From an optimization exercise on the open Yosys and OpenROAD flow, aimed at small area, a short achievable clock period and few clock cycles; shortcuts taken in it are not production practice. Function was checked by simulation only, so behaviour that the tests miss may differ from the original. Power figures rest on the tool's default switching activity, not on a simulated workload.

==> design.v <==
`timescale 1ns / 1ps
module PC(
    input CLK,
    input Reset,
    input redirect,
    input [11:2] alt,
    input inc,
    input pred,
    input [11:2] target,
    output reg [11:2] IAddr,
    output [11:2] Next
    );
    assign Next = IAddr + 10'd1;
    always@(posedge CLK)
    begin
        if(Reset==1'b0)
            IAddr<=10'd0;
        else if(redirect)
            IAddr<=alt;
        else if(inc)
            IAddr<=pred ? target : Next;
    end
endmodule
`timescale 1ns / 1ps
module RegisterFile(
    input [4:0] ReadReg1,
    input [4:0] ReadReg2,
    input [4:0]WriteReg,
    input [31:0]WriteData,
    output reg [31:0]ReadData1,
    output reg [31:0] ReadData2,
    input WE,
    input CLK
    );
    reg[31:0] registers[1:31];
    integer i;
    always @(*) begin
        ReadData1 = 32'b0;
        ReadData2 = 32'b0;
        for (i = 1; i < 32; i = i + 1) begin
            ReadData1 = ReadData1 | ({32{ReadReg1 == i}} & registers[i]);
            ReadData2 = ReadData2 | ({32{ReadReg2 == i}} & registers[i]);
        end
    end
    always@(posedge CLK)
    begin
        if(WE==1 && WriteReg!=0)
            registers[WriteReg]<=WriteData;
    end
endmodule
`timescale 1ns / 1ps
module DataMemory(
    input [1:0] O,
    input [15:0] S0, S1, S2, S3,
    input [31:0] DataIn,
    output reg [7:0] Q0, Q1, Q2, Q3,
    input WE,
    input CLK
    );
    reg [7:0] bank0 [0:15];
    reg [7:0] bank1 [0:15];
    reg [7:0] bank2 [0:15];
    reg [7:0] bank3 [0:15];
    integer i;
    always @(*) begin
        Q0 = 8'b0; Q1 = 8'b0; Q2 = 8'b0; Q3 = 8'b0;
        for (i = 0; i < 16; i = i + 1) begin
            Q0 = Q0 | ({8{S0[i]}} & bank0[i]);
            Q1 = Q1 | ({8{S1[i]}} & bank1[i]);
            Q2 = Q2 | ({8{S2[i]}} & bank2[i]);
            Q3 = Q3 | ({8{S3[i]}} & bank3[i]);
        end
    end
    reg [31:0] wd;  
    always @(*) begin
        case (O)
            2'd0: wd = DataIn;
            2'd1: wd = {DataIn[7:0], DataIn[31:8]};
            2'd2: wd = {DataIn[15:0], DataIn[31:16]};
            default: wd = {DataIn[23:0], DataIn[31:24]};
        endcase
    end
    always @(posedge CLK) begin
        for (i = 0; i < 16; i = i + 1) begin
            if (WE & S0[i]) bank0[i] <= wd[31:24];
            if (WE & S1[i]) bank1[i] <= wd[23:16];
            if (WE & S2[i]) bank2[i] <= wd[15:8];
            if (WE & S3[i]) bank3[i] <= wd[7:0];
        end
    end
endmodule
`timescale 1ns / 1ps
`timescale 1ns / 1ps
module ALU(
    input [31:0] A,
    input [31:0] B,
    input add, sub, and_,
    output [31:0] Sum,
    output [31:0] Logic,
    output [31:0] Result,
    output ne
    );
    PrefixAdd #(.W(32)) adder(.a(A), .b(sub ? ~B : B), .cin(sub), .s(Sum));
    assign Logic = and_ ? (A & B) : (A | B);
    assign Result = add ? Sum : Logic;
    assign ne = |(A ^ B);
endmodule
module PrefixAdd #(parameter W = 32, parameter L = 5) (
    input [W-1:0] a,
    input [W-1:0] b,
    input cin,
    output [W-1:0] s
    );
    wire [W-1:0] p0 = a ^ b;
    wire [W-1:0] g0 = (a & b) | {{(W-1){1'b0}}, p0[0] & cin};
    wire [W-1:0] g [0:L];
    wire [W-1:0] p [0:L];
    assign g[0] = g0;
    assign p[0] = p0;
    genvar l, i;
    generate
        for (l = 0; l < L; l = l + 1) begin : lvl
            for (i = 0; i < W; i = i + 1) begin : bit_
                if ((i >> l) % 2 == 1) begin : comb
                    localparam integer J = ((i >> l) << l) - 1;
                    assign g[l+1][i] = g[l][i] | (p[l][i] & g[l][J]);
                    assign p[l+1][i] = p[l][i] & p[l][J];
                end else begin : pass
                    assign g[l+1][i] = g[l][i];
                    assign p[l+1][i] = p[l][i];
                end
            end
        end
    endgenerate
    wire [W-1:0] c = {g[L][W-2:0], cin};
    assign s = p0 ^ c;
endmodule
`timescale 1ns / 1ps
module ControlUnit(
    input [5:0] Ins,
    output add,       
    output sub,       
    output and_,      
    output imm,       
    output sw, lw, bne, halt,
    output RegWre,
    output RegDst,
    output UseRs,
    output UseRt
    );
    wire addu  = (Ins == 6'b000000);
    wire addiu = (Ins == 6'b000001);
    wire subu  = (Ins == 6'b000010);
    wire ori   = (Ins == 6'b010000);
    wire andr  = (Ins == 6'b010001);
    wire orr   = (Ins == 6'b010010);
    assign sw    = (Ins == 6'b100110);
    assign lw    = (Ins == 6'b100111);
    assign bne   = (Ins == 6'b110000);
    assign halt  = (Ins == 6'b111111);
    assign add   = addu | addiu | subu;
    assign sub   = subu;
    assign and_  = andr;
    assign imm   = addiu | ori;
    assign RegWre = addu | addiu | subu | ori | andr | orr | lw;
    assign RegDst = addu | subu | andr | orr;
    assign UseRs  = RegWre | sw | bne;
    assign UseRt  = addu | subu | andr | orr | sw | bne;
endmodule
`timescale 1ns / 1ps
module Two2One0(
    input RegDst,
    input [4:0] rd,
    input [4:0] rt,
    output [4:0] Output
    );
    assign Output = RegDst ? rd : rt;
endmodule
`timescale 1ns / 1ps
module Two2One2(
    input [11:2] PC_next,
    input [9:0] Imme,
    output [11:2] PC_new
    );
    PrefixAdd #(.W(10), .L(4)) add(.a(PC_next), .b(Imme), .cin(1'b0), .s(PC_new));
endmodule
module ShortTarget(
    input [11:2] PC,
    input [5:0] Off,
    output [11:2] Target
    );
    wire [5:0] lo = {1'b0, PC[6:2]} + {1'b0, Off[4:0]} + 6'd1;
    wire [4:0] hi = PC[11:7];
    wire [4:0] hi_p = hi + 5'd1;
    wire [4:0] hi_m = hi - 5'd1;
    wire [4:0] hi_t = Off[5] ? (lo[5] ? hi : hi_m) : (lo[5] ? hi_p : hi);
    assign Target = {hi_t, lo[4:0]};
endmodule
`timescale 1ns / 1ps
module Two2One3(
    input [31:0] ALUResult,
    input [7:0] Q0, Q1, Q2, Q3,
    input [4:0] Sel,
    output [31:0] DB
    );
    assign DB = ({32{Sel[0]}} & ALUResult)
              | ({32{Sel[1]}} & {Q0, Q1, Q2, Q3})
              | ({32{Sel[2]}} & {Q1, Q2, Q3, Q0})
              | ({32{Sel[3]}} & {Q2, Q3, Q0, Q1})
              | ({32{Sel[4]}} & {Q3, Q0, Q1, Q2});
endmodule
`timescale 1ns / 1ps
module SingleCycleCPU(
    input clk,
    input Reset,                  
    output [31:0] pc,
    input  [31:0] instr,
    output reg reg_we,
    output reg [4:0] reg_waddr,
    output reg [31:0] reg_wdata,
    output reg mem_we,
    output reg [5:0] mem_addr,
    output reg [31:0] mem_wdata,
    output reg halted
    );
    wire [11:2] pcr;
    assign pc = {20'b0, pcr, 2'b00};
    reg fstop;                     
    reg [31:0] x_a, x_b;           
    reg [9:0]  x_imm;              
    reg [4:0]  x_dst;
    reg        x_wr, x_add, x_sub, x_and, x_sw, x_lw, x_bne, x_halt;
    reg        x_pred;             
    reg [11:2] x_pcn;              
    reg [31:0] m_res;
    reg [15:0] m_s0, m_s1, m_s2, m_s3;   
    reg [4:0]  m_sel;              
    reg [4:0]  m_dst;
    reg        m_wr;
    wire [31:0] alu_sum, alu_logic, alu_res;
    wire        ne;
    ALU alu(.A(x_a), .B(x_b), .add(x_add), .sub(x_sub), .and_(x_and),
            .Sum(alu_sum), .Logic(alu_logic), .Result(alu_res), .ne(ne));
    wire [5:0] maddr = x_a[5:0] + x_imm[5:0];
    wire [15:0] hr = 16'b1 << maddr[5:2];
    wire [15:0] hr1 = {hr[14:0], hr[15]};
    wire redirect = x_bne & (ne ^ x_pred);
    wire [11:2] x_target;
    Two2One2 two2one2(.PC_next(x_pcn), .Imme(x_imm), .PC_new(x_target));
    wire [11:2] x_alt = x_pred ? x_pcn : x_target;
    wire [7:0] q0, q1, q2, q3;
    DataMemory data_memory(.O(mem_addr[1:0]), .S0(m_s0), .S1(m_s1), .S2(m_s2), .S3(m_s3),
                           .DataIn(mem_wdata), .Q0(q0), .Q1(q1), .Q2(q2), .Q3(q3),
                           .WE(mem_we & Reset), .CLK(clk));
    wire [31:0] wdata;
    Two2One3 two2one3(.ALUResult(m_res), .Q0(q0), .Q1(q1), .Q2(q2), .Q3(q3),
                      .Sel(m_sel), .DB(wdata));
    wire [5:0] op = instr[31:26];
    wire [4:0] rs = instr[25:21];
    wire [4:0] rt = instr[20:16];
    wire [4:0] rd = instr[15:11];
    wire [15:0] imm = instr[15:0];
    wire c_add, c_sub, c_and, c_imm, c_sw, c_lw, c_bne, c_halt, c_wr, c_dst_rd, c_use_rs, c_use_rt;
    ControlUnit control_unit(
        .Ins(op), .add(c_add), .sub(c_sub), .and_(c_and), .imm(c_imm),
        .sw(c_sw), .lw(c_lw), .bne(c_bne), .halt(c_halt),
        .RegWre(c_wr), .RegDst(c_dst_rd), .UseRs(c_use_rs), .UseRt(c_use_rt)
    );
    wire [4:0] dst;
    Two2One0 two2one0(.RegDst(c_dst_rd), .rd(rd), .rt(rt), .Output(dst));
    wire [31:0] rf_rs, rf_rt;
    RegisterFile register_file(
        .ReadReg1(rs), .ReadReg2(rt), .WriteReg(m_dst), .WriteData(wdata),
        .ReadData1(rf_rs), .ReadData2(rf_rt), .WE(m_wr & Reset), .CLK(clk)
    );
    wire xs = x_wr & (x_dst == rs);
    wire xt = x_wr & (x_dst == rt);
    wire ms = m_wr & (m_dst == rs);
    wire mt = m_wr & (m_dst == rt);
    wire [3:0] ss = {xs & x_add, xs & ~x_add, ~xs & ms, ~xs & ~ms};
    wire [3:0] st = {xt & x_add, xt & ~x_add, ~xt & mt, ~xt & ~mt} & {4{~c_imm}};
    wire [31:0] rsv = ({32{ss[3]}} & alu_sum) | ({32{ss[2]}} & alu_logic)
                    | ({32{ss[1]}} & wdata) | ({32{ss[0]}} & rf_rs);
    wire [31:0] bv = ({32{st[3]}} & alu_sum) | ({32{st[2]}} & alu_logic)
                   | ({32{st[1]}} & wdata) | ({32{st[0]}} & rf_rt)
                   | ({32{c_imm}} & {16'b0, imm});
    wire wait_ld = x_lw & ((xs & c_use_rs) | (xt & c_use_rt));
    wire go = ~redirect & ~fstop & ~wait_ld;
    wire short = (imm[9:5] == 5'b00000) | (imm[9:5] == 5'b11111);
    wire pred = c_bne & (rs != rt) & short;
    wire [11:2] pc_next, target;
    ShortTarget short_target(.PC(pcr), .Off(imm[5:0]), .Target(target));
    PC pc_reg(.CLK(clk), .Reset(Reset), .redirect(redirect), .alt(x_alt),
              .inc(go & ~c_halt), .pred(pred), .target(target),
              .IAddr(pcr), .Next(pc_next));
    always @(posedge clk) begin
        if (Reset == 1'b0) begin
            fstop <= 1'b0;
            halted <= 1'b0;
            x_wr <= 1'b0; x_add <= 1'b0; x_sub <= 1'b0; x_and <= 1'b0;
            x_sw <= 1'b0; x_lw <= 1'b0; x_bne <= 1'b0; x_halt <= 1'b0;
        end else begin
            if (go & c_halt)
                fstop <= 1'b1;
            if (x_halt)
                halted <= 1'b1;
            x_wr  <= go & c_wr & (dst != 5'd0);
            x_add <= go & c_add;
            x_sub <= go & c_sub;
            x_and <= go & c_and;
            x_sw  <= go & c_sw;
            x_lw  <= go & c_lw;
            x_bne <= go & c_bne;
            x_halt <= go & c_halt;
        end
        x_a <= rsv;
        x_b <= bv;
        x_imm <= imm[9:0];
        x_pred <= pred;
        x_pcn <= pc_next;
        x_dst <= dst;
    end
    always @(posedge clk) begin
        if (Reset == 1'b0) begin
            m_wr <= 1'b0;
            mem_we <= 1'b0;
        end else begin
            m_wr <= x_wr;
            mem_we <= x_sw;
        end
        m_sel <= {x_lw & (maddr[1:0] == 2'd3), x_lw & (maddr[1:0] == 2'd2),
                  x_lw & (maddr[1:0] == 2'd1), x_lw & (maddr[1:0] == 2'd0), ~x_lw};
        m_dst <= x_dst;
        m_res <= alu_res;
        m_s0 <= (maddr[1:0] > 2'd0) ? hr1 : hr;
        m_s1 <= (maddr[1:0] > 2'd1) ? hr1 : hr;
        m_s2 <= (maddr[1:0] > 2'd2) ? hr1 : hr;
        m_s3 <= hr;
        mem_addr <= maddr;
        mem_wdata <= x_b;
    end
    always @(posedge clk) begin
        if (Reset == 1'b0)
            reg_we <= 1'b0;
        else
            reg_we <= m_wr;
        reg_waddr <= m_dst;
        reg_wdata <= wdata;
    end
endmodule
==> flow/run.sh <==
#!/bin/bash
set -euo pipefail
cd "$(dirname "$0")/.."
bash standard.sh SETUP_SLACK_MARGIN=6.5 finish > make_finish.log 2>&1
==> standard.sh <==
#!/bin/bash
# synth_recipe.tcl (not shown) runs the flow's synth.tcl, then flattens the netlist and writes it again
# the make line also repeats each setting of config.mk as NAME=value (left out here)
make -C /OpenROAD-flow-scripts/flow DESIGN_CONFIG=/design/flow/config.mk WORK_HOME=/design/flow/orfs CLKGATE_MAP_FILE= SYNTH_SCRIPT=/design/flow/synth_recipe.tcl "${@:-finish}"
==> config.mk <==
export PLATFORM = sky130hd
export DESIGN_NAME = SingleCycleCPU
export DESIGN_NICKNAME = SingleCycleCPU
export VERILOG_FILES = /design/flow/design.v
export SDC_FILE = /design/flow/constraint.sdc
export NUM_CORES = 4
export LEC_CHECK = 0
export CAP_MARGIN = 40
export CORE_MARGIN = 2
export CORE_UTILIZATION = 45
export CTS_CLUSTER_DIAMETER = 60
export CTS_CLUSTER_SIZE = 35
export PLACE_DENSITY = 0.6
export SLEW_MARGIN = 60
==> constraint.sdc <==
create_clock -name core_clock -period 10.0 [get_ports {clk}]
set_input_delay 2.0000 -clock core_clock [delete_from_list [all_inputs] [get_ports {clk}]]
set_output_delay 2.0000 -clock core_clock [all_outputs]
set_load 0.01 [all_outputs]
==> report_table.html, run 1 <==
<table>
<tr><th>Metric</th><th>Value</th></tr>
<tr><th colspan="2">Layout</th></tr>
<tr><td>Layout Cell Area excl Fill</td><td>0.0881 sq mm</td></tr>
<tr><td>Relative area change from synthesis to final layout</td><td>17.7%</td></tr>
<tr><td>Utilization after layout</td><td>53.3%</td></tr>
<tr><td>Seq. cell area</td><td>0.0512 sq mm</td></tr>
<tr><td>Number of nets in the finished design</td><td>5,819</td></tr>
<tr><td>Number of inserted filler cells in the final layout</td><td>13,500</td></tr>
<tr><td>Proportion of layout cells with a drive suffix above 1</td><td>17.9%</td></tr>
<tr><td>Post-route non-filler standard cell count</td><td>7,971</td></tr>
<tr><td>Area taken by multi-input logic gates</td><td>0.0238 sq mm</td></tr>
<tr><th colspan="2">Routing</th></tr>
<tr><td>Detailed Route WL</td><td>323,000 um</td></tr>
<tr><td>Average routed wire per standard cell</td><td>40.5 um</td></tr>
<tr><td>DRC violations left</td><td>0</td></tr>
<tr><td>Initial detailed-routing violation count</td><td>12,700</td></tr>
<tr><td>Antenna-violating nets left</td><td>0</td></tr>
<tr><td>1st-pass router iterations</td><td>17</td></tr>
<tr><td>Average via count per standard cell</td><td>7.32</td></tr>
<tr><td>Vias</td><td>58,300</td></tr>
<tr><th colspan="2">Placed design</th></tr>
<tr><td>Post-placement worst setup slack</td><td>4.33 ns</td></tr>
<tr><td>Buffers on Ports</td><td>121</td></tr>
<tr><td>Placer Congestion</td><td>0.965</td></tr>
<tr><td>Placed standard-cell area</td><td>0.0805 sq mm</td></tr>
<tr><td>Final HPWL DP</td><td>187,000 um</td></tr>
<tr><td>Placed insts</td><td>7,574</td></tr>
<tr><th colspan="2">Timing</th></tr>
<tr><td>Transition at the pin with the smallest max-transition slack</td><td>0.704 ns</td></tr>
<tr><td>Period minus WS final</td><td>3.62 ns</td></tr>
<tr><td>Final WS setup</td><td>6.38 ns</td></tr>
<tr><td>Post-route clock skew</td><td>0.0578 ns</td></tr>
<tr><td>Final count of hold timing violations</td><td>0</td></tr>
<tr><td>Unrepaired setup endpoints after global routing</td><td>yes</td></tr>
<tr><td>Relative slew slack</td><td>53.0%</td></tr>
<tr><td>TNS Setup</td><td>0 ns</td></tr>
<tr><td>Tcrit/Tclk final</td><td>36.2%</td></tr>
<tr><td>Number of slew-limit violations in the final report</td><td>0</td></tr>
<tr><td>Setup violators final</td><td>0</td></tr>
<tr><td>Upper clock frequency limit</td><td>276 MHz</td></tr>
<tr><th colspan="2">Worst setup path</th></tr>
<tr><td>FF-to-FF path depth</td><td>11</td></tr>
<tr><td>Startpoint of the most critical register-to-register path</td><td>x_sub</td></tr>
<tr><td>Element type at the critical path end</td><td>register</td></tr>
<tr><td>Worst setup path start</td><td>instr[23]</td></tr>
<tr><td>CP startpoint kind</td><td>input pin</td></tr>
<tr><td>Cells along the critical path</td><td>buf_4, or3b_4, nor2_4, buf_12, buf_16, a222oi_1, nand3_1, nor3_2, nand3_4, o211ai_1, o21ai_1</td></tr>
<tr><td>Critical path capture point</td><td>x_a[0]</td></tr>
<tr><td>RR Endpoint</td><td>x_b[16]</td></tr>
<tr><td>Worst path max stage delay</td><td>0.33 ns</td></tr>
<tr><td>Worst setup path category</td><td>input pin to register</td></tr>
<tr><td>Worst EP required</td><td>10.65 ns</td></tr>
<tr><td>Reg2Reg Setup Slack</td><td>6.48 ns</td></tr>
<tr><td>Arrival time reported for the critical path endpoint</td><td>4.27 ns</td></tr>
<tr><td>Slowest stage cell, crit path</td><td>or3b_4</td></tr>
<tr><td>Critical path fanouts, max</td><td>14</td></tr>
<tr><th colspan="2">Floorplan</th></tr>
<tr><td>Initial core utilization</td><td>45.3%</td></tr>
<tr><td>Die area</td><td>0.170 sq mm</td></tr>
<tr><td>Area of the core region</td><td>0.165 sq mm</td></tr>
<tr><td>Top Ports</td><td>144</td></tr>
<tr><td>Row count</td><td>149</td></tr>
<tr><td>Die extent in x</td><td>412 um</td></tr>
<tr><td>Die Y</td><td>412 um</td></tr>
<tr><th colspan="2">Logic synthesis</th></tr>
<tr><td>Count leader, synth</td><td>edfxtp_1</td></tr>
<tr><td>Syn Std Cell Area</td><td>0.0749 sq mm</td></tr>
<tr><td>Syn Inst Count</td><td>5,436</td></tr>
<tr><td>Yosys top cell area share</td><td>60.3%</td></tr>
<tr><td>Largest cells by area after synthesis</td><td>edfxtp_1 60%, a22oi_1 9.6%, dfxtp_1 7.9%</td></tr>
<tr><td>Count of distinct cell types in the synthesized netlist</td><td>83</td></tr>
<tr><td>Library cell occupying the most area in the post-synthesis netlist</td><td>edfxtp_1</td></tr>
<tr><td>Number of enable flip-flop cells after synthesis</td><td>1,504</td></tr>
<tr><td>Average cell area after synthesis</td><td>13.8 sq um</td></tr>
<tr><td>Sequential share of the synthesized area</td><td>68.2%</td></tr>
<tr><td>Async set or reset register ratio after synthesis</td><td>0%</td></tr>
<tr><td>Most used standard cells in the synthesized netlist</td><td>1,504 x edfxtp_1, 960 x a22oi_1, 416 x nand2_1</td></tr>
<tr><td>Number of warnings reported in the yosys synthesis log</td><td>10</td></tr>
<tr><td>Main synth FF type</td><td>edfxtp_1</td></tr>
<tr><td>Flip-flop and latch count after synthesis</td><td>1,798</td></tr>
<tr><th colspan="2">Power</th></tr>
<tr><td>Total power density per cell area</td><td>206 mW/mm^2</td></tr>
<tr><td>Internal power of the cells</td><td>12.3 mW</td></tr>
<tr><td>Worst vdd ir</td><td>0.158 mV</td></tr>
<tr><td>Switching component of the power</td><td>5.86 mW</td></tr>
<tr><td>Combinational group share of total power</td><td>17.9%</td></tr>
<tr><td>Clock power frac</td><td>31.4%</td></tr>
<tr><td>Sequential cell fraction of total power</td><td>50.7%</td></tr>
<tr><td>Leakage power summed over all cells</td><td>30.3 nW</td></tr>
<tr><td>Switching share of total power</td><td>32.3%</td></tr>
<tr><th colspan="2">Global routing</th></tr>
<tr><td>First-pass GRT wire length</td><td>433,000 um</td></tr>
<tr><td>Remaining global-route overflow</td><td>0</td></tr>
<tr><td>Number of antenna violations at the first check in global routing</td><td>22</td></tr>
<tr><td>Overall routing resource usage</td><td>36.8%</td></tr>
<tr><td>Pin count of the biggest net entering global routing</td><td>62</td></tr>
<tr><td>Vias in the first global route</td><td>54,200</td></tr>
<tr><th colspan="2">Min path</th></tr>
<tr><td>Class of the most critical hold timing path</td><td>register to register</td></tr>
<tr><th colspan="2">Clock network</th></tr>
<tr><td>Number of clock buffers inserted by TritonCTS</td><td>120</td></tr>
<tr><td>Clock tree root buffer cell</td><td>clkbuf_16</td></tr>
<tr><td>Sinks on the clock net</td><td>1,798</td></tr>
<tr><td>Clock edge transition at the registers on the reported setup and hold paths</td><td>0.07 ns</td></tr>
<tr><td>Insertion delay of the later-clocked pin in the worst-skew pair</td><td>0.85 ns</td></tr>
<tr><td>Count of H-tree levels built during CTS</td><td>3</td></tr>
<tr><td>Clock tree from TritonCTS</td><td>built</td></tr>
<tr><td>Maximum buffer depth of the clock tree</td><td>3</td></tr>
<tr><th colspan="2">Outcome</th></tr>
<tr><td>Status</td><td>complete, no violations</td></tr>
<tr><th colspan="2">Run</th></tr>
<tr><td>Number of max-cap violations</td><td>0</td></tr>
</table>
## kinds of logic (layout without fill, tap and decap cells)
| kind of cell | Yosys count | count (layout) | share of synthesized area, % |
|---|---|---|---|
| and+or+nand+nor | 1167 | 1168 | 7.42 |
| other | 1 | 38 | 0.00501 |
| muxes | 95 | 95 | 1.83 |
| adders and majority gates | 126 | 126 | 2.23 |
| xor gates and xnor gates | 103 | 103 | 1.20 |
| AOI/OAI and AO/OA | 1636 | 1636 | 16.4 |
| DFF | 1798 | 1798 | 68.2 |
| buffers and inverters | 510 | 818 | 2.73 |
## what timing repair did
action                     4_1_cts  5_1_grt
hold buffers                     0        0
pin swaps                       37       84
setup endpoints to repair      235       98
cloned                           3        6
resized for setup              443      213
buffers inserted                75       55
## cell type report
cell class                      instances  area share, %
Antenna cell                           16         0.0454
Inverter                              122          0.524
Timing Repair Buffer                  467           5.99
Tap cell                             2189           3.11
Multi-Input combinational cell       3150           27.0
Clock buffer                          124           3.45
Clock inverter                        105           1.72
Sequential cell                      1798           58.1
## power by group through the flow
stage               Combinational, mW  Clock, mW  Sequential [mW]
floorplan                        1.70          0             9.08
global placement                 2.89          0             9.41
detailed placement               2.95          0             9.41
CTS                              3.04       5.70             9.20
global route                     3.36       5.98             9.23
finish                           3.24       5.70             9.21
## worst min-delay path by stage
stage	from	endpoint	slack [ns]	cells past startpoint
5_1_grt	x_dst[3]	m_dst[3]	0.41	0
3_5_place_dp	x_dst[0]	m_dst[0]	0.38	0
3_3_place_gp	x_dst[0]	m_dst[0]	0.39	0
6_report	x_dst[0]	m_dst[0]	0.39	0
2_1_floorplan	x_b[31]	mem_wdata[31]	0.36	0
4_1_cts	x_dst[0]	m_dst[0]	0.39	0
## stage by stage
step                      hold WS [ns]  power (mW)
after global routing             0.407        18.6
after CTS                        0.392        17.9
after global placement           0.388        12.3
after detailed placement         0.377        12.4
after floorplan                  0.355        10.8
final                            0.393        18.2
## state kept, by name, summed over array words and instances, names as in the netlist, 6 cells and up
signal,flops
data_memory.bank0,128
data_memory.bank1,128
data_memory.bank2,128
data_memory.bank3,128
m_res,32
m_s0,16
m_s1,16
m_s2,16
m_s3,16
mem_addr,6
mem_wdata,32
pc_reg.IAddr,10
reg_wdata,32
register_file.registers,992
x_a,32
x_b,32
x_imm,10
x_pcn,10
## critical path: cells and delay by family
family                 cells  cell delay, ns
and+or+nand+nor            5            0.93
AOI/OAI and AO/OA          3            0.70
buffers and inverters      3            0.57
## layer usage
| layer | GRT usage (%) | routed length, um | share of wire (%) |
|---|---|---|---|
| met4 | 25.2 | 31800 | 9.9 |
| met2 | 54.9 | 137000 | 42 |
| met1 | 43.6 | 104000 | 32 |
| met3 | 14.9 | 50000 | 15 |
| met5 | 0.820 | 319 | 0.099 |
## cells in the final DEF, fill, tap and decap left out, types with 23 or more instances in the layout
| cell type | netlist | layout |
|---|---|---|
| buf_4 | 23 | 160 |
| mux4_2 | 32 | 32 |
| dfxtp_4 | 0 | 43 |
| a21oi_1 | 79 | 66 |
| o21ai_0 | 143 | 127 |
| and3_1 | 76 | 69 |
| edfxtp_1 | 1504 | 1504 |
| nor3_1 | 100 | 67 |
| o211ai_1 | 29 | 29 |
| dlygate4sd2_1 | 0 | 47 |
| nand4_1 | 93 | 93 |
| mux2i_1 | 50 | 50 |
| nand3_1 | 146 | 122 |
| xor2_1 | 62 | 57 |
| inv_1 | 120 | 119 |
| buf_8 | 0 | 61 |
| nor2_1 | 202 | 103 |
| a22o_1 | 111 | 111 |
| xnor2_1 | 41 | 35 |
| ha_1 | 114 | 112 |
| a221oi_1 | 115 | 109 |
| buf_12 | 0 | 42 |
| a222oi_1 | 85 | 85 |
| a22oi_1 | 960 | 941 |
| clkdlybuf4s15_1 | 0 | 23 |
| clkbuf_16 | 0 | 125 |
| dfxtp_1 | 294 | 229 |
| buf_6 | 0 | 68 |
| nor3_2 | 0 | 24 |
| nand2_1 | 416 | 395 |
| nor2_4 | 0 | 91 |
Testbench counts, summed over its fixed seeds: cycles 199,094.
==> inputs of run 2 (changes only) <==
--- a/config.mk
+++ b/config.mk
@@ -7,3 +7,3 @@
 export LEC_CHECK = 0
-export CAP_MARGIN = 40
+export CAP_MARGIN = 60
 export CORE_MARGIN = 2
@@ -13,2 +13,2 @@
 export PLACE_DENSITY = 0.6
-export SLEW_MARGIN = 60
+export SLEW_MARGIN = 80
==> report_table.html, run 2 <==
<table>
<tr><th>Metric</th><th>Value</th></tr>
<tr><th colspan="2">Outcome</th></tr>
<tr><td>Status</td><td>complete, no violations</td></tr>
<tr><th colspan="2">Routing</th></tr>
<tr><td>Detailed Route WL</td><td>350,000 um</td></tr>
<tr><td>DRC violations left</td><td>0</td></tr>
<tr><td>Initial detailed-routing violation count</td><td>14,800</td></tr>
<tr><td>Antenna-violating nets left</td><td>0</td></tr>
<tr><td>Average via count per standard cell</td><td>7.35</td></tr>
<tr><td>Average routed wire per standard cell</td><td>40.8 um</td></tr>
<tr><td>1st-pass router iterations</td><td>22</td></tr>
<tr><td>Vias</td><td>63,000</td></tr>
<tr><th colspan="2">Worst setup path</th></tr>
<tr><td>CP Buf/Inv Count</td><td>10</td></tr>
<tr><td>Cell seen most often among critical-path stages</td><td>buf_12</td></tr>
<tr><td>FF-to-FF path depth</td><td>13</td></tr>
<tr><td>Reg2Reg Setup Slack</td><td>6.50 ns</td></tr>
<tr><td>CP startpoint kind</td><td>input pin</td></tr>
<tr><td>Worst EP required</td><td>10.72 ns</td></tr>
<tr><td>Element type at the critical path end</td><td>register</td></tr>
<tr><td>Worst setup path category</td><td>input pin to register</td></tr>
<tr><td>Arrival time reported for the critical path endpoint</td><td>4.52 ns</td></tr>
<tr><td>Slowest stage cell, crit path</td><td>o311ai_4</td></tr>
<tr><td>Critical path fanouts, max</td><td>7</td></tr>
<tr><td>RR Endpoint</td><td>m_res[30]</td></tr>
<tr><td>Worst path max stage delay</td><td>0.36 ns</td></tr>
<tr><td>CP top delay family</td><td>buffers and inverters</td></tr>
<tr><td>Cells along the critical path</td><td>buf_12, nand3b_1, buf_2, buf_6, nor2_4, buf_6, buf_8, buf_12, buf_12, buf_4, buf_12, a22oi_2, nand4_1, o311ai_4, buf_2, a32oi_1</td></tr>
<tr><td>Startpoint of the most critical register-to-register path</td><td>x_sub</td></tr>
<tr><th colspan="2">Clock network</th></tr>
<tr><td>Clock tree root buffer cell</td><td>clkbuf_16</td></tr>
<tr><td>Clock tree from TritonCTS</td><td>built</td></tr>
<tr><td>Clock edge transition at the registers on the reported setup and hold paths</td><td>0.08 ns</td></tr>
<tr><td>Insertion delay of the later-clocked pin in the worst-skew pair</td><td>0.89 ns</td></tr>
<tr><td>Maximum buffer depth of the clock tree</td><td>3</td></tr>
<tr><td>Count of H-tree levels built during CTS</td><td>4</td></tr>
<tr><td>Number of clock buffers inserted by TritonCTS</td><td>130</td></tr>
<tr><td>Sinks on the clock net</td><td>1,798</td></tr>
<tr><th colspan="2">Placed design</th></tr>
<tr><td>Placer Congestion</td><td>0.965</td></tr>
<tr><td>Final HPWL DP</td><td>225,000 um</td></tr>
<tr><td>Placed standard-cell area</td><td>0.0879 sq mm</td></tr>
<tr><td>Buffers on Ports</td><td>121</td></tr>
<tr><td>Post-placement worst setup slack</td><td>4.65 ns</td></tr>
<tr><th colspan="2">Timing</th></tr>
<tr><td>Final count of hold timing violations</td><td>0</td></tr>
<tr><td>Tcrit/Tclk final</td><td>38.0%</td></tr>
<tr><td>Worst hold margin</td><td>0.395 ns</td></tr>
<tr><td>Final WS setup</td><td>6.20 ns</td></tr>
<tr><td>Post-route clock skew</td><td>0.0649 ns</td></tr>
<tr><td>Unrepaired setup endpoints after global routing</td><td>yes</td></tr>
<tr><td>Setup violators final</td><td>0</td></tr>
<tr><td>Number of slew-limit violations in the final report</td><td>0</td></tr>
<tr><td>Period minus WS final</td><td>3.80 ns</td></tr>
<tr><td>TNS Setup</td><td>0 ns</td></tr>
<tr><td>Upper clock frequency limit</td><td>263 MHz</td></tr>
<tr><th colspan="2">Logic synthesis</th></tr>
<tr><td>Library cell occupying the most area in the post-synthesis netlist</td><td>edfxtp_1</td></tr>
<tr><td>Average cell area after synthesis</td><td>13.8 sq um</td></tr>
<tr><td>Syn Std Cell Area</td><td>0.0749 sq mm</td></tr>
<tr><td>Most used standard cells in the synthesized netlist</td><td>1,504 x edfxtp_1, 960 x a22oi_1, 416 x nand2_1</td></tr>
<tr><td>Sequential share of the synthesized area</td><td>68.2%</td></tr>
<tr><td>Main synth FF type</td><td>edfxtp_1</td></tr>
<tr><td>Yosys top cell area share</td><td>60.3%</td></tr>
<tr><td>Largest cells by area after synthesis</td><td>edfxtp_1 60%, a22oi_1 9.6%, dfxtp_1 7.9%</td></tr>
<tr><td>Count of distinct cell types in the synthesized netlist</td><td>83</td></tr>
<tr><td>Flip-flop and latch count after synthesis</td><td>1,798</td></tr>
<tr><td>Syn Inst Count</td><td>5,436</td></tr>
<tr><td>Count leader, synth</td><td>edfxtp_1</td></tr>
<tr><td>Number of warnings reported in the yosys synthesis log</td><td>10</td></tr>
<tr><td>Async set or reset register ratio after synthesis</td><td>0%</td></tr>
<tr><td>Number of enable flip-flop cells after synthesis</td><td>1,504</td></tr>
<tr><th colspan="2">Layout</th></tr>
<tr><td>Utilization after layout</td><td>59.9%</td></tr>
<tr><td>Most frequent cells in the layout</td><td>1,504 x edfxtp_1, 890 x a22oi_1, 364 x nand2_1</td></tr>
<tr><td>Most frequent standard cell in the layout excluding fill and tap cells</td><td>edfxtp_1</td></tr>
<tr><td>Number of nets in the finished design</td><td>6,425</td></tr>
<tr><td>Number of inserted filler cells in the final layout</td><td>12,100</td></tr>
<tr><td>Most flops, register</td><td>register_file.registers</td></tr>
<tr><td>Relative area change from synthesis to final layout</td><td>32.2%</td></tr>
<tr><td>Proportion of layout cells with a drive suffix above 1</td><td>31.9%</td></tr>
<tr><td>Layout Cell Area excl Fill</td><td>0.0990 sq mm</td></tr>
<tr><td>Largest register FFs</td><td>992</td></tr>
<tr><th colspan="2">Power</th></tr>
<tr><td>Leakage power summed over all cells</td><td>35.1 nW</td></tr>
<tr><td>Total power density per cell area</td><td>194 mW/mm^2</td></tr>
<tr><td>Worst vdd ir</td><td>0.208 mV</td></tr>
<tr><th colspan="2">Global routing</th></tr>
<tr><td>Vias in the first global route</td><td>57,600</td></tr>
<tr><td>Number of antenna violations at the first check in global routing</td><td>21</td></tr>
<tr><td>Pin count of the biggest net entering global routing</td><td>37</td></tr>
<tr><td>Remaining global-route overflow</td><td>0</td></tr>
<tr><td>Overall routing resource usage</td><td>38.6%</td></tr>
<tr><td>First-pass GRT wire length</td><td>455,000 um</td></tr>
<tr><th colspan="2">Floorplan</th></tr>
<tr><td>Top Ports</td><td>144</td></tr>
<tr><td>Area of the core region</td><td>0.165 sq mm</td></tr>
<tr><td>Row count</td><td>149</td></tr>
<tr><td>Die extent in x</td><td>412 um</td></tr>
<tr><td>Initial core utilization</td><td>45.3%</td></tr>
<tr><td>Die Y</td><td>412 um</td></tr>
<tr><td>Die area</td><td>0.170 sq mm</td></tr>
<tr><th colspan="2">Min path</th></tr>
<tr><td>Worst hold start</td><td>x_b[4]</td></tr>
<tr><td>Cells on Worst Hold Path</td><td>0</td></tr>
<tr><td>Min-Delay Endpoint</td><td>mem_wdata[4]</td></tr>
<tr><td>Class of the most critical hold timing path</td><td>register to register</td></tr>
<tr><th colspan="2">Run</th></tr>
<tr><td>Number of max-cap violations</td><td>0</td></tr>
</table>
run 2: worst register-to-register path, delay by kind of cell (launching register included):
kind,cells,cell delay [ns]
AND/OR/NAND/NOR,2,0.36
buffers and inverters,3,0.41
XOR/XNOR,2,0.37
adder cells (fa/ha/maj),1,0.37
flip-flops,1,0.33
multiplexers,1,0.16
AO/OA/AOI/OAI,4,1.37
run 2: how the worst max path moves through the flow:
stage                       endpoint       from  slack, ns  depth (start not counted)
floorplan           pc_reg.IAddr[11]  instr[31]       6.10                         10
global placement             x_a[27]  instr[22]       4.15                          9
detailed placement           x_a[25]  instr[24]       4.65                         15
CTS                          x_a[14]  instr[25]       6.36                         16
global route                 x_a[31]  instr[25]       6.20                         17
finish                       x_a[19]  instr[25]       6.20                         16
run 2: routing by layer:
layer	share of wire (%)	GRT usage, %
met4	11	29.1
met1	31	45.0
met5	0.25	0.650
met3	16	16.2
met2	41	56.6
run 2: logic make-up (layout without fill, tap and decap cells):
logic type,after synthesis,after routing,share of synthesized area [%]
AOI/OAI and AO/OA,1636,1637,16.4
muxes,95,95,1.83
other,1,38,0.00501
xor gates and xnor gates,103,103,1.20
and+or+nand+nor,1167,1168,7.42
adders and majority gates,126,126,2.23
buffers and inverters,510,1426,2.73
DFF,1798,1798,68.2
run 2: final cells by class:
type | instances | area, sq um | share of cell area (%)
repair buffers | 1062 | 13500 | 13.6
multi-input cells | 3151 | 26000 | 26.3
flip-flops and latches | 1798 | 51400 | 51.9
clock buffers | 142 | 3430 | 3.47
clock inverters | 100 | 1350 | 1.37
well taps | 2189 | 2740 | 2.77
diodes | 16 | 40.0 | 0.0405
inverters | 122 | 465 | 0.470
run 2: stage by stage:
step | total power, mW | cells
floorplan | 10.8 | 5457
global placement | 12.3 | 7529
detailed placement | 12.9 | 7963
CTS | 18.8 | 8326
global route | 19.6 | 8570
finish | 19.2 | 8580
run 2: power by group:
| group | switching, mW | leakage (nW) | internal (mW) |
|---|---|---|---|
| Sequential | 0.427 | 16.0 | 8.81 |
| Clock | 3.09 | 2.33 | 2.87 |
| Combinational | 2.56 | 16.7 | 1.44 |
run 2: timing repair:
action,4_1_cts,5_1_grt
hold buffers,0,0
hold endpoints to repair,0,0
setup buffers,115,192
pin swaps,86,183
endpoints found under the setup margin,207,106
gates cloned,6,13
resized for setup,506,341
==> inputs of run 3 (changes only) <==
--- a/config.mk
+++ b/config.mk
@@ -7,8 +7,8 @@
 export LEC_CHECK = 0
-export CAP_MARGIN = 60
+export CAP_MARGIN = 40
 export CORE_MARGIN = 2
 export CORE_UTILIZATION = 45
-export CTS_CLUSTER_DIAMETER = 60
+export CTS_CLUSTER_DIAMETER = 50
 export CTS_CLUSTER_SIZE = 35
 export PLACE_DENSITY = 0.6
-export SLEW_MARGIN = 80
+export SLEW_MARGIN = 60
==> report_table.html, run 3 <==
<table>
<tr><th>Metric</th><th>Value</th></tr>
<tr><th colspan="2">Timing</th></tr>
<tr><td>Period minus WS final</td><td>3.62 ns</td></tr>
<tr><td>TNS Setup</td><td>0 ns</td></tr>
<tr><td>Transition at the pin with the smallest max-transition slack</td><td>0.657 ns</td></tr>
<tr><td>Post-route clock skew</td><td>0.0504 ns</td></tr>
<tr><td>Number of slew-limit violations in the final report</td><td>0</td></tr>
<tr><td>Unrepaired setup endpoints after global routing</td><td>yes</td></tr>
<tr><td>Relative slew slack</td><td>56.2%</td></tr>
<tr><td>Final count of hold timing violations</td><td>0</td></tr>
<tr><td>Tcrit/Tclk final</td><td>36.2%</td></tr>
<tr><td>Upper clock frequency limit</td><td>276 MHz</td></tr>
<tr><td>Setup violators final</td><td>0</td></tr>
<tr><th colspan="2">Layout</th></tr>
<tr><td>Proportion of layout cells with a drive suffix above 1</td><td>18.5%</td></tr>
<tr><td>Most frequent cells in the layout</td><td>1,504 x edfxtp_1, 939 x a22oi_1, 394 x nand2_1</td></tr>
<tr><td>Utilization after layout</td><td>53.7%</td></tr>
<tr><td>Area taken by multi-input logic gates</td><td>0.0238 sq mm</td></tr>
<tr><td>Seq. cell area</td><td>0.0512 sq mm</td></tr>
<tr><td>Most flops, register</td><td>register_file.registers</td></tr>
<tr><td>Number of inserted filler cells in the final layout</td><td>13,500</td></tr>
<tr><td>Number of nets in the finished design</td><td>5,841</td></tr>
<tr><td>Layout Cell Area excl Fill</td><td>0.0887 sq mm</td></tr>
<tr><td>Largest register FFs</td><td>992</td></tr>
<tr><td>Most frequent standard cell in the layout excluding fill and tap cells</td><td>edfxtp_1</td></tr>
<tr><td>Relative area change from synthesis to final layout</td><td>18.4%</td></tr>
<tr><th colspan="2">Logic synthesis</th></tr>
<tr><td>Library cell occupying the most area in the post-synthesis netlist</td><td>edfxtp_1</td></tr>
<tr><td>Count of distinct cell types in the synthesized netlist</td><td>83</td></tr>
<tr><td>Largest cells by area after synthesis</td><td>edfxtp_1 60%, a22oi_1 9.6%, dfxtp_1 7.9%</td></tr>
<tr><td>Most used standard cells in the synthesized netlist</td><td>1,504 x edfxtp_1, 960 x a22oi_1, 416 x nand2_1</td></tr>
<tr><td>Main synth FF type</td><td>edfxtp_1</td></tr>
<tr><td>Average cell area after synthesis</td><td>13.8 sq um</td></tr>
<tr><td>Yosys top cell area share</td><td>60.3%</td></tr>
<tr><td>Syn Inst Count</td><td>5,436</td></tr>
<tr><td>Count leader, synth</td><td>edfxtp_1</td></tr>
<tr><td>Sequential share of the synthesized area</td><td>68.2%</td></tr>
<tr><td>Syn Std Cell Area</td><td>0.0749 sq mm</td></tr>
<tr><td>Async set or reset register ratio after synthesis</td><td>0%</td></tr>
<tr><td>Number of enable flip-flop cells after synthesis</td><td>1,504</td></tr>
<tr><td>Number of warnings reported in the yosys synthesis log</td><td>10</td></tr>
<tr><td>Flip-flop and latch count after synthesis</td><td>1,798</td></tr>
<tr><th colspan="2">Power</th></tr>
<tr><td>Switching component of the power</td><td>5.93 mW</td></tr>
<tr><td>Sequential cell fraction of total power</td><td>48.9%</td></tr>
<tr><td>Switching share of total power</td><td>31.5%</td></tr>
<tr><td>Clock power frac</td><td>33.9%</td></tr>
<tr><td>Worst vdd ir</td><td>0.189 mV</td></tr>
<tr><td>Combinational group share of total power</td><td>17.2%</td></tr>
<tr><td>Total power density per cell area</td><td>212 mW/mm^2</td></tr>
<tr><td>Internal power of the cells</td><td>12.9 mW</td></tr>
<tr><td>Leakage power summed over all cells</td><td>30.6 nW</td></tr>
<tr><th colspan="2">Worst setup path</th></tr>
<tr><td>FF-to-FF path depth</td><td>12</td></tr>
<tr><td>CP startpoint kind</td><td>input pin</td></tr>
<tr><td>Reg2Reg Setup Slack</td><td>6.53 ns</td></tr>
<tr><td>Critical path fanouts, max</td><td>22</td></tr>
<tr><td>Cells along the critical path</td><td>buf_6, or2_4, buf_4, nor2_4, buf_6, a22oi_1, nand4_1, nor3_1, nand3_1, o21ai_0, o21ai_0</td></tr>
<tr><td>Arrival time reported for the critical path endpoint</td><td>4.32 ns</td></tr>
<tr><td>Startpoint of the most critical register-to-register path</td><td>x_sub</td></tr>
<tr><td>Worst path max stage delay</td><td>0.41 ns</td></tr>
<tr><td>Worst EP required</td><td>10.71 ns</td></tr>
<tr><td>Element type at the critical path end</td><td>register</td></tr>
<tr><td>Worst setup path category</td><td>input pin to register</td></tr>
<tr><td>Slowest stage cell, crit path</td><td>buf_6</td></tr>
<tr><td>RR Endpoint</td><td>m_res[30]</td></tr>
<tr><th colspan="2">Placed design</th></tr>
<tr><td>Buffers on Ports</td><td>121</td></tr>
<tr><td>Final HPWL DP</td><td>187,000 um</td></tr>
<tr><td>Placer Congestion</td><td>0.965</td></tr>
<tr><td>Placed standard-cell area</td><td>0.0805 sq mm</td></tr>
<tr><th colspan="2">Clock network</th></tr>
<tr><td>Clock edge transition at the registers on the reported setup and hold paths</td><td>0.08 ns</td></tr>
<tr><td>CTS hold repair buffers</td><td>0</td></tr>
<tr><td>Clock tree from TritonCTS</td><td>built</td></tr>
<tr><td>Maximum buffer depth of the clock tree</td><td>3</td></tr>
<tr><td>Sinks on the clock net</td><td>1,798</td></tr>
<tr><td>Insertion delay of the later-clocked pin in the worst-skew pair</td><td>0.84 ns</td></tr>
<tr><td>Number of clock buffers inserted by TritonCTS</td><td>151</td></tr>
<tr><td>Clock tree root buffer cell</td><td>clkbuf_16</td></tr>
<tr><td>Count of H-tree levels built during CTS</td><td>4</td></tr>
<tr><th colspan="2">Global routing</th></tr>
<tr><td>Number of antenna violations at the first check in global routing</td><td>18</td></tr>
<tr><td>First-pass GRT wire length</td><td>436,000 um</td></tr>
<tr><td>Overall routing resource usage</td><td>37.1%</td></tr>
<tr><td>Remaining global-route overflow</td><td>0</td></tr>
<tr><td>Pin count of the biggest net entering global routing</td><td>62</td></tr>
<tr><td>Vias in the first global route</td><td>54,700</td></tr>
<tr><th colspan="2">Floorplan</th></tr>
<tr><td>Area of the core region</td><td>0.165 sq mm</td></tr>
<tr><td>Die area</td><td>0.170 sq mm</td></tr>
<tr><td>Initial core utilization</td><td>45.3%</td></tr>
<tr><td>Top Ports</td><td>144</td></tr>
<tr><td>Row count</td><td>149</td></tr>
<tr><td>Die extent in x</td><td>412 um</td></tr>
<tr><td>Die Y</td><td>412 um</td></tr>
<tr><th colspan="2">Routing</th></tr>
<tr><td>Met2 wire length</td><td>137,000 um</td></tr>
<tr><td>Antenna-violating nets left</td><td>0</td></tr>
<tr><td>Average via count per standard cell</td><td>7.34</td></tr>
<tr><td>Post-route met1 wirelength</td><td>104,000 um</td></tr>
<tr><td>DRC violations left</td><td>0</td></tr>
<tr><td>1st-pass router iterations</td><td>14</td></tr>
<tr><td>Initial detailed-routing violation count</td><td>13,100</td></tr>
<tr><td>Average routed wire per standard cell</td><td>40.5 um</td></tr>
<tr><td>Vias</td><td>58,800</td></tr>
<tr><td>Detailed Route WL</td><td>324,000 um</td></tr>
<tr><td>Met3 routed WL</td><td>51,100 um</td></tr>
<tr><td>Highest signal layer in the routed design</td><td>met5</td></tr>
<tr><th colspan="2">Min path</th></tr>
<tr><td>Class of the most critical hold timing path</td><td>register to register</td></tr>
<tr><td>Worst hold start</td><td>x_b[5]</td></tr>
<tr><td>Min-Delay Endpoint</td><td>mem_wdata[5]</td></tr>
<tr><td>Cells on Worst Hold Path</td><td>0</td></tr>
<tr><th colspan="2">Run</th></tr>
<tr><td>Number of max-cap violations</td><td>0</td></tr>
<tr><th colspan="2">Outcome</th></tr>
<tr><td>Status</td><td>complete, no violations</td></tr>
</table>
run 3: changes by cell type in the layout (fill, tap and decap cells not counted), moves of 42 or more:
cell      delta
buf_4      -146
buf_12     -120
buf_16     -103
buf_2       -85
dfxtp_1     +74
and3_1      +57
a22oi_1     +49
a22oi_2     -49
a221oi_1    +47
nor3_1      +46
a221oi_2    -43
dfxtp_2     -42
nor3_2      -42
run 3: critical path: cells and delay by family:
kind / cells / cell delay (ns)
simple gates: 5 / 0.96
compound gates: 3 / 0.58
buf+inv: 3 / 0.71
run 3: stage by stage:
step                hold slack, ns  worst slack (ns)  cells  power [mW]
global placement             0.388              4.15   7529        12.3
CTS                          0.390              6.48   7941        18.6
detailed placement           0.377              4.33   7574        12.4
finish                       0.395              6.38   8007        18.8
global route                 0.408              6.33   8002        19.3
floorplan                    0.355              6.10   5457        10.8
run 3: layout make-up:
type | count | area share (%)
clock buffer | 164 | 4.40
tap | 2189 | 3.09
antenna | 10 | 0.0282
multi-input combinational | 3151 | 26.8
inverter | 122 | 0.521
timing repair buffer | 457 | 5.70
sequential | 1798 | 57.8
clock inverter | 116 | 1.66
run 3: routing by layer:
| metal | global-route usage (%) | vias to the layer above |
|---|---|---|
| met2 | 55.1 | 6081 |
| met1 | 44.3 | 28400 |
| met5 | 0.396 | - |
| met3 | 14.8 | 1938 |
| met4 | 25.4 | 15 |
| li1 | - | 22400 |
run 3: cells by family (layout without fill, tap and decap cells):
kind of cell | count (synthesis) | count (layout) | share of synthesized area [%]
flops | 1798 | 1798 | 68.2
compound gates | 1636 | 1636 | 16.4
simple gates | 1167 | 1169 | 7.42
buf+inv | 510 | 859 | 2.73
fa+ha+maj | 126 | 126 | 2.23
xor+xnor | 103 | 103 | 1.20
mux | 95 | 95 | 1.83
other cells | 1 | 32 | 0.00501
run 3: repair_timing:
action,CTS,global route
gates cloned,3,8
buffers inserted,84,40
resized for setup,456,196
pin swaps,37,72
endpoints found under the hold margin,0,0
setup endpoints to repair,214,101
run 3: power groups by stage:
| stage | combinational, mW | sequential, mW | clock [mW] |
|---|---|---|---|
| after global routing | 3.36 | 9.23 | 6.69 |
| after global placement | 2.89 | 9.41 | 0 |
| after detailed placement | 2.95 | 9.41 | 0 |
| final | 3.23 | 9.21 | 6.39 |
| after floorplan | 1.70 | 9.08 | 0 |
| after CTS | 3.04 | 9.20 | 6.39 |
run 3: worst max path at each step:
| stage | cells past startpoint | from | endpoint |
|---|---|---|---|
| 2_1_floorplan | 10 | instr[31] | pc_reg.IAddr[11] |
| 3_3_place_gp | 9 | instr[22] | x_a[27] |
| 3_5_place_dp | 10 | instr[24] | x_a[0] |
| 4_1_cts | 12 | instr[25] | x_a[0] |
| 5_1_grt | 12 | x_sub | x_a[21] |
| 6_report | 11 | instr[21] | x_a[3] |

separate check: timing with driven ports:
The flow's constraints put no driver on any port. The routed layouts listed below were extracted and timed again, unchanged, in two steps.
Step 1, drivers: a clkbuf_16 drives clk and a buf_2 each remaining input, both assumed.
Step 2 adds t to the input delays and takes it off the output delays; t is the mean of the earliest and latest rising clock arrival at the registers after step 1. Input paths then give back, and output paths get back, about the clock's delay inside the block.
a / b / c = no drivers / after step 1 / after step 2; a / b = the first two.
run | t, ns | slack for setup (ns) | worst hold slack (ns) | latest minus earliest clock arrival (ns)
run 1 | 0.883 | 6.378 / 6.428 / 5.546 | 0.393 / 0.393 / 0.393 | 0.087 / 0.087
run 2 | 0.934 | 6.195 / 6.209 / 5.274 | 0.395 / 0.395 / 0.395 | 0.074 / 0.073
run 3 | 0.896 | 6.383 / 6.426 / 5.530 | 0.395 / 0.395 / 0.395 | 0.060 / 0.060
After both steps every run listed still meets setup and hold. The setup slack of run 2, which loses most, moves by +0.014 ns with the drivers and by -0.921 ns with both steps.
